This is an optimization exercise on Yosys and OpenROAD, whose aim is a short achievable clock period and few clock cycles, not a production implementation.
The RTL of this run was laid out without a check of its function.

### flow/design.v
`timescale 1ns / 1ps
 `timescale 1ns / 1ps
module riscv(
	input wire clk,
	input wire rst,
	input wire[31:0] inst,
	output wire[31:0] inst_addr,
	output wire ce,
	input wire[31:0] rdata,
	output wire[31:0] ram_waddr,
	output wire[31:0] ram_wdata,
	output wire ram_wreg,
	output wire[31:0] raddr
);
	reg [31:0] pc;
	reg        d_valid;
	reg [31:0] d_ir;
	reg [31:0] d_pc;
	reg [31:0] d_pc4;
	reg        e_wen;
	reg        e_ldw;
	reg [4:0]  e_rd;
	reg        e_ld;
	reg        e_st;
	reg        e_jalr;
	reg        e_force;
	reg        e_r_eq, e_r_ne, e_r_lt, e_r_ge, e_r_ltu, e_r_geu;
	reg [2:0]  e_f3;
	reg [31:0] e_a;
	reg [31:0] e_b;
	reg [31:0] e_sd;
	reg [31:0] e_alt;
	reg        e_r_add, e_r_sub, e_r_sll, e_r_srl, e_r_sra, e_r_slt, e_r_sltu;
	reg        e_r_xor, e_r_or, e_r_and, e_r_link;
	reg        m_wen;
	reg [4:0]  m_rd;
	reg        m_ld;
	reg        m_st;
	reg [2:0]  m_f3;
	reg [31:0] m_res;
	reg [31:0] m_sd;
	reg        w_wen;
	reg [4:0]  w_rd;
	reg [31:0] w_data;
	reg [31:0] rf [1:31];
	assign inst_addr = pc;
	assign ce = 1'b1;
	assign raddr = m_res;
	assign ram_waddr = m_res;
	assign ram_wdata = m_sd;
	assign ram_wreg = m_st;
	wire eq  = e_a == e_b;
	wire ltu = e_a < e_b;
	wire lt  = (e_a[31] ^ e_b[31]) ? e_a[31] : ltu;
	wire e_redirect = e_force |
		(e_r_eq & eq) | (e_r_ne & !eq) |
		(e_r_lt & lt) | (e_r_ge & !lt) |
		(e_r_ltu & ltu) | (e_r_geu & !ltu);
	wire [31:0] sum  = e_a + e_b;
	wire [31:0] diff = e_a - e_b;
	wire [31:0] sra  = $signed(e_a) >>> e_b[4:0];
	wire [31:0] e_target = e_jalr ? {sum[31:2], 2'b00} : e_alt;
	wire [31:0] res =
		({32{e_r_add}}  & sum) |
		({32{e_r_sub}}  & diff) |
		({32{e_r_sll}}  & (e_a << e_b[4:0])) |
		({32{e_r_srl}}  & (e_a >> e_b[4:0])) |
		({32{e_r_sra}}  & sra) |
		({32{e_r_slt}}  & {31'd0, lt}) |
		({32{e_r_sltu}} & {31'd0, ltu}) |
		({32{e_r_xor}}  & (e_a ^ e_b)) |
		({32{e_r_or}}   & (e_a | e_b)) |
		({32{e_r_and}}  & (e_a & e_b)) |
		({32{e_r_link}} & e_alt);
	wire [31:0] st_data = (e_f3 == 3'b010) ? e_sd :
	                      (e_f3 == 3'b001) ? {16'd0, e_sd[15:0]} :
	                      (e_f3 == 3'b000) ? {24'd0, e_sd[7:0]} : 32'd0;
	reg [31:0] ld_data;
	always @(*) begin
		case (m_f3)
			3'b000: ld_data = {{24{rdata[7]}}, rdata[7:0]};
			3'b001: ld_data = {{16{rdata[15]}}, rdata[15:0]};
			3'b100: ld_data = {24'd0, rdata[7:0]};
			3'b101: ld_data = {16'd0, rdata[15:0]};
			default: ld_data = rdata;
		endcase
	end
	wire [31:0] m_out = m_ld ? ld_data : m_res;
	wire [6:0] opc = d_ir[6:0];
	wire [4:0] rd  = d_ir[11:7];
	wire [2:0] f3  = d_ir[14:12];
	wire [4:0] rs1 = d_ir[19:15];
	wire [4:0] rs2 = d_ir[24:20];
	wire is_lui   = opc == 7'b0110111;
	wire is_auipc = opc == 7'b0010111;
	wire is_jal   = opc == 7'b1101111;
	wire is_jalr  = opc == 7'b1100111;
	wire is_br    = opc == 7'b1100011;
	wire is_ld    = opc == 7'b0000011;
	wire is_st    = opc == 7'b0100011;
	wire is_opi   = opc == 7'b0010011;
	wire is_op    = opc == 7'b0110011;
	wire use1 = is_jalr | is_br | is_ld | is_st | is_opi | is_op;
	wire use2 = is_br | is_st | is_op;
	wire wr   = (is_lui | is_auipc | is_jal | is_jalr | is_ld | is_opi | is_op) & (rd != 5'd0);
	wire [31:0] imm_i = {{20{d_ir[31]}}, d_ir[31:20]};
	wire [31:0] imm_s = {{20{d_ir[31]}}, d_ir[31:25], d_ir[11:7]};
	wire [31:0] imm_b = {{20{d_ir[31]}}, d_ir[7], d_ir[30:25], d_ir[11:8], 1'b0};
	wire [31:0] imm_u = {d_ir[31:12], 12'b0};
	wire d_pred = d_ir[31];
	wire [31:0] d_btgt = d_pc + imm_b;
	wire [31:0] rf1 = (w_wen && w_rd == rs1) ? w_data : rf[rs1];
	wire [31:0] rf2 = (w_wen && w_rd == rs2) ? w_data : rf[rs2];
	wire fe1 = e_wen && e_rd == rs1;
	wire fe2 = e_wen && e_rd == rs2;
	wire fm1 = m_wen && m_rd == rs1;
	wire fm2 = m_wen && m_rd == rs2;
	wire z1 = rs1 == 5'd0;
	wire z2 = rs2 == 5'd0;
	wire [31:0] old1 = z1 ? 32'd0 : fm1 ? m_out : rf1;
	wire [31:0] old2 = z2 ? 32'd0 : fm2 ? m_out : rf2;
	wire sel_a_e = fe1 && !z1 && !is_lui && !is_auipc;
	wire sel_b_e = fe2 && !z2 && (is_op | is_br);
	wire sel_s_e = fe2 && !z2;
	wire [31:0] a_old = is_lui ? 32'd0 : is_auipc ? d_pc : old1;
	wire [31:0] b_old = (is_op | is_br) ? old2 : is_st ? imm_s : (is_lui | is_auipc) ? imm_u : imm_i;
	wire stall = d_valid && e_ldw &&
	             ((use1 && e_rd == rs1) || (use2 && e_rd == rs2));
	wire go = d_valid && !stall && !e_redirect;
	wire f_jal  = inst[6:0] == 7'b1101111;
	wire f_back = inst[6:0] == 7'b1100011 && inst[31];
	wire f_pred = f_jal || f_back;
	wire [20:0] j_lo = {1'b0, pc[19:0]} + {1'b0, inst[19:12], inst[20], inst[30:21], 1'b0};
	wire [12:0] b_lo = {1'b0, pc[11:0]} + {1'b0, inst[7], inst[30:25], inst[11:8], 1'b0};
	wire [31:20] pcj_p = pc[31:20] + 12'd1;
	wire [31:20] pcj_m = pc[31:20] - 12'd1;
	wire [31:12] pcb_p = pc[31:12] + 20'd1;
	wire [31:12] pcb_m = pc[31:12] - 20'd1;
	wire j_keep = j_lo[20] == inst[31];
	wire j_inc  = j_lo[20] & !inst[31];
	wire j_dec  = !j_lo[20] & inst[31];
	wire b_keep = b_lo[12] == inst[31];
	wire b_inc  = b_lo[12] & !inst[31];
	wire b_dec  = !b_lo[12] & inst[31];
	wire [31:20] j_hi = ({12{j_keep}} & pc[31:20]) | ({12{j_inc}} & pcj_p) | ({12{j_dec}} & pcj_m);
	wire [31:12] b_hi = ({20{b_keep}} & pc[31:12]) | ({20{b_inc}} & pcb_p) | ({20{b_dec}} & pcb_m);
	wire [31:0] f_tgt = ({32{f_jal}} & {j_hi, j_lo[19:2], 2'b00}) | ({32{!f_jal}} & {b_hi, b_lo[11:2], 2'b00});
	wire [31:0] pc4 = pc + 32'd4;
	always @(posedge clk) begin
		if (rst) begin
			pc <= 32'd0;
			d_valid <= 1'b0;
		end else begin
			if (e_redirect)
				pc <= e_target;
			else if (!stall)
				pc <= f_pred ? f_tgt : pc4;
			if (e_redirect)
				d_valid <= 1'b0;
			else if (!stall)
				d_valid <= 1'b1;
		end
		if (!stall) begin
			d_ir <= inst;
			d_pc <= pc;
			d_pc4 <= pc4;
		end
	end
	always @(posedge clk) begin
		if (rst || !go) begin
			e_wen <= 1'b0;
			e_ldw <= 1'b0;
			e_ld <= 1'b0;
			e_st <= 1'b0;
			e_jalr <= 1'b0;
			e_force <= 1'b0;
			e_r_eq <= 1'b0;
			e_r_ne <= 1'b0;
			e_r_lt <= 1'b0;
			e_r_ge <= 1'b0;
			e_r_ltu <= 1'b0;
			e_r_geu <= 1'b0;
		end else begin
			e_wen <= wr;
			e_ldw <= is_ld & wr;
			e_ld <= is_ld;
			e_st <= is_st;
			e_jalr <= is_jalr;
			e_force <= is_jalr | (is_br & d_pred & (f3 == 3'b010 || f3 == 3'b011));
			e_r_eq  <= is_br & (d_pred ? f3 == 3'b001 : f3 == 3'b000);
			e_r_ne  <= is_br & (d_pred ? f3 == 3'b000 : f3 == 3'b001);
			e_r_lt  <= is_br & (d_pred ? f3 == 3'b101 : f3 == 3'b100);
			e_r_ge  <= is_br & (d_pred ? f3 == 3'b100 : f3 == 3'b101);
			e_r_ltu <= is_br & (d_pred ? f3 == 3'b111 : f3 == 3'b110);
			e_r_geu <= is_br & (d_pred ? f3 == 3'b110 : f3 == 3'b111);
		end
		e_rd <= rd;
		e_f3 <= f3;
		e_a  <= sel_a_e ? res : a_old;
		e_b  <= sel_b_e ? res : b_old;
		e_sd <= sel_s_e ? res : old2;
		e_alt <= (is_br && !d_pred) ? {d_btgt[31:2], 2'b00} : d_pc4;
		e_r_add  <= is_lui | is_auipc | is_ld | is_st |
		            (is_opi & f3 == 3'b000) | (is_op & f3 == 3'b000 & !d_ir[30]);
		e_r_sub  <= is_op & f3 == 3'b000 & d_ir[30];
		e_r_sll  <= (is_opi | is_op) & f3 == 3'b001;
		e_r_srl  <= (is_opi | is_op) & f3 == 3'b101 & !d_ir[30];
		e_r_sra  <= (is_opi | is_op) & f3 == 3'b101 & d_ir[30];
		e_r_slt  <= (is_opi | is_op) & f3 == 3'b010;
		e_r_sltu <= (is_opi | is_op) & f3 == 3'b011;
		e_r_xor  <= (is_opi | is_op) & f3 == 3'b100;
		e_r_or   <= (is_opi | is_op) & f3 == 3'b110;
		e_r_and  <= (is_opi | is_op) & f3 == 3'b111;
		e_r_link <= is_jal | is_jalr;
	end
	always @(posedge clk) begin
		if (rst) begin
			m_wen <= 1'b0;
			m_ld <= 1'b0;
			m_st <= 1'b0;
		end else begin
			m_wen <= e_wen;
			m_ld <= e_ld;
			m_st <= e_st;
		end
		m_rd <= e_rd;
		m_f3 <= e_f3;
		m_res <= res;
		m_sd <= st_data;
	end
	always @(posedge clk) begin
		if (rst)
			w_wen <= 1'b0;
		else
			w_wen <= m_wen;
		w_rd <= m_rd;
		w_data <= m_out;
	end
	always @(posedge clk) begin
		if (w_wen)
			rf[w_rd] <= w_data;
	end
endmodule
### flow/run.sh
#!/bin/bash
# synth_recipe.tcl (not shown) runs the flow's synth.tcl, then flattens the netlist and writes it again
# the make line also repeats each setting of config.mk as NAME=value (left out here)
make -C /OpenROAD-flow-scripts/flow DESIGN_CONFIG=/design/flow/config.mk WORK_HOME=/design/flow/orfs CLKGATE_MAP_FILE= SYNTH_SCRIPT=/design/flow/synth_recipe.tcl finish
### flow/config.mk
export PLATFORM = sky130hd
export DESIGN_NAME = riscv
export DESIGN_NICKNAME = riscv
export VERILOG_FILES = /design/flow/design.v
export SDC_FILE = /design/flow/constraint.sdc
export NUM_CORES = 4
export LEC_CHECK = 0
export ABC_CLOCK_PERIOD_IN_PS = 3000
export CAP_MARGIN = 20
export CORE_MARGIN = 2
export CORE_UTILIZATION = 40
export GPL_TIMING_DRIVEN = 1
export SETUP_SLACK_MARGIN = 5
export SLEW_MARGIN = 20
### flow/constraint.sdc
create_clock -name core_clock -period 9.0 [get_ports {clk}]
set_input_delay 1.8000 -clock core_clock [delete_from_list [all_inputs] [get_ports {clk}]]
set_output_delay 1.8000 -clock core_clock [all_outputs]
set_load 0.01 [all_outputs]
==> reports/results.ini <==
[power]
p_per_area_nw_per_um2=205
fin_total_pwr_mw=17.9
ir_drop_uv=203
leakagePower_nw=30.0

[clock_network]
clkSinkCount=1401
clk_path_buf_depth=3
cts_buffers=154
insertion_delay_ns=0.84
tritoncts=yes
clkTransAtPathRegs_ns=0.06
cts_root_buf=clkbuf_16
cts_hold_buf=0
cts_max_level=4

[final_layout]
final_common_cell=edfxtp_1
num-fill-cells=16600
final_core_util_pct=46.5
instances_no_fill=8404
final_cell_mix=1,086 x edfxtp_1, 629 x mux4_2, 376 x nand2_1, 370 x nor2_1, 317 x a21oi_1
final_nets=6017
finalInstanceArea_sq_um=87100
drive_gt1_share_pct=24.3
area_delta_synth_final_pct=15.8

[sta]
slew_violations=0
holdWs_ns=0.388
max_freq_mhz=231
postLayoutSetupSlackWorst_ns=4.67
post-route-min-period_ns=4.33
fin_worst_skew_ns=0.0737
relSlewSlack_pct=19.4
hold_viol=0
finalCritPeriodShare_pct=48.2
tns_ns=0
worst_pin_slew_ns=1.20
rsz0062_at_grt=true
finalSetupViolations=0

[placed_design]
portBuffers=194
place_inst=8021
dp_slack_ns=3.00
gp_congestion=1.01
placed_cell_area_sq_um=80000
hpwl_um=185000

[global_routing]
grt_usage_pct=29.0
grt_overflow=0
grt_max_degree=121
antenna_found_initial=13
grt_pass1_vias=52600
grt_pass1_wl_um=396000

[floorplan]
io_pins=196
die_h_um=438
rows=159
dieArea_sq_um=192000
start_util_pct=40.2
die_w_um=438
core_sq_um=187000

[status]
status=complete, no violations

[route]
drt_first_pass_iters=7
wl_per_cell_um=34.1
antenna_left=0
route.vias.total=54200
drt_iter0_markers=6619
wirelength_um=286000
drcViolationCount=0
routed_via_density=6.45

[logic_synthesis]
ys_seq_elements=1401
synth_top_area_cell=edfxtp_1
ys_warn_count=1
avgSynthCellArea_sq_um=13.3
synthCells=5653
async_flop_share_pct=0
synthDistinctLibCells=99
ys_top_cells_by_area=edfxtp_1 43%, mux4_2 19%, dfxtp_1 8.4%
ys_seq_area_share_pct=51.7
synth_edf_count=1086
syn_area_sq_um=75300
mappedNetlistNets=5890
netlist.area_leader.share_pct=43.3
ys.flop_type=edfxtp_1

[worst_setup_path]
worstPathRequired_ns=9.74
crit_arrival_ns=5.07
startpoint_type=input pin
crit_type=in -> reg
crit_fanout=4
crit_path_end_kind=flip-flop

[min_path]
hp-class=reg -> reg

[job]
cap_violations=0

[layer usage]
layer	up-vias	GRT usage, %	part of all wire, %
met5	-	0	0.028
met4	10	18.5	7.6
met3	788	5.64	8.5
met2	3032	47.3	48
met1	27800	35.4	36
li1	22500	-	-
[critical path: stages]
cell       delay [ns]
buf_8            0.10
ha_4             0.21
a21o_1           0.21
o21a_2           0.24
o31ai_4          0.27
a21oi_2          0.11
a311o_1          0.38
a21o_1           0.17
a21o_1           0.20
inv_2            0.08
ha_4             0.17
buf_6            0.12
buf_6            0.09
a21oi_2          0.04
a2bb2oi_1        0.12
o311a_1          0.12
o31a_1           0.28
a21oi_2          0.12
o31ai_1          0.09
a21oi_1          0.12
[logic make-up (layout without fill, tap and decap cells)]
logic type                 after synthesis  after routing  synth area share [%]
and+or+nand+nor                       1221           1221                  7.45
buffers and inverters                  632            883                  3.57
DFF                                   1401           1401                  51.7
muxes                                  835            835                  21.9
AOI/OAI and AO/OA                     1242           1242                  10.7
other                                    1              6               0.00498
adders and majority gates              171            171                  2.89
xor gates and xnor gates               150            150                  1.75
[report_power, final]
part / total [mW] / internal, mW / switching (mW)
sequential: 8.11 / 7.39 / 0.725
combinational: 3.57 / 1.50 / 2.06
clock: 6.21 / 3.45 / 2.77
[registers in the layout (all words and copies together) (netlist names), 3 cells and up, named ones only]
name    cells
w_rd        5
e_alt      32
e_b        32
e_f3        3
d_ir       32
e_a        32
m_res      32
rf        992
m_f3        3
e_rd        5
pc         32
d_pc4      32
d_pc       30
e_sd       32
m_rd        5
w_data     32
m_sd       32
[cell usage after synthesis (all sizes together) (10+ instances only)]
master and instances:
mux2i 169, inv 170, a22oi 37, and3 25, a221oi 53, ha 166
a221o 16, nor2 405, nor2b 44, mux4 643, o21a 16, nand3 94
o31ai 24, a22o 16, o21ai 294, a2111oi 12, nand3b 11, mux2 23
o22ai 47, o211ai 43, or3 18, clkbuf 267, and2 46, nor4 23
nand4 37, a31oi 36, o21bai 19, a21oi 341, a21o 57, dfxtp 315
nor3 68, o221ai 24, a211oi 78, edfxtp 1086, a211o 11, nand2b 31
a311oi 16, nand2 379, xnor2 93, xor2 57, buf 190, o211a 10
[what timing repair did]
action                     in CTS  in global routing
setup endpoints to repair     169                121
pin swaps                      55                 61
setup buffers                  39                 48
cloned                          1                  9
gates resized for setup       225                102
[final timing paths]
| kind | end | startpoint | slack, ns | cells past startpoint |
|---|---|---|---|---|
| worst max register to register | pc[13]$_SDFFE_PP0P_ | e_b[3]$_DFF_P_ | 4.98 | 17 |
| worst min register to register | m_rd[4]$_DFF_P_ | e_rd[4]$_DFF_P_ | 0.39 | 0 |
| worst max-delay path | pc[26]$_SDFFE_PP0P_ | inst[23] | 4.67 | 20 |
| worst min-delay path | m_rd[4]$_DFF_P_ | e_rd[4]$_DFF_P_ | 0.39 | 0 |
[area by class of cell]
type                            instances  area (sq um)  share of cell area [%]
Tap cell                             2495          3120                    3.58
Clock buffer                          198          4150                    4.76
Multi-Input combinational cell       3620         35000                    40.2
Antenna cell                            5          12.5                  0.0144
Clock inverter                         82           815                   0.935
Timing Repair Buffer                  428          4270                    4.90
Inverter                              175           698                   0.801
Sequential cell                      1401         39100                    44.8

==> separate check: timing with driven ports <==
In the flow no input, the clock included, has a driving cell. The finished layout below was timed again as built, in two steps. Step 1 assumes that a clkbuf_16 drives the clock port and a buf_2 every other input. Step 2 adds t to the input delays and takes it off the output delays; t is the mean of the earliest and latest rising clock arrival at the registers after step 1. Input paths then give back, and output paths get back, about the clock's delay inside the block. Three values: ideal, step 1, step 2; two values: the first two.
shift t [ns]: 0.882
slack for setup (ns): 4.665 / 4.696 / 3.814
clock arrival spread, ns: 0.074 / 0.074
slew at the worst register clock pin (ns): 0.07 / 0.07
cell pins on the clock port's net: 1
After both steps setup and hold are still met in this run. For this run, drivers alone change the setup slack by +0.031 ns; drivers and shift together by -0.851 ns.
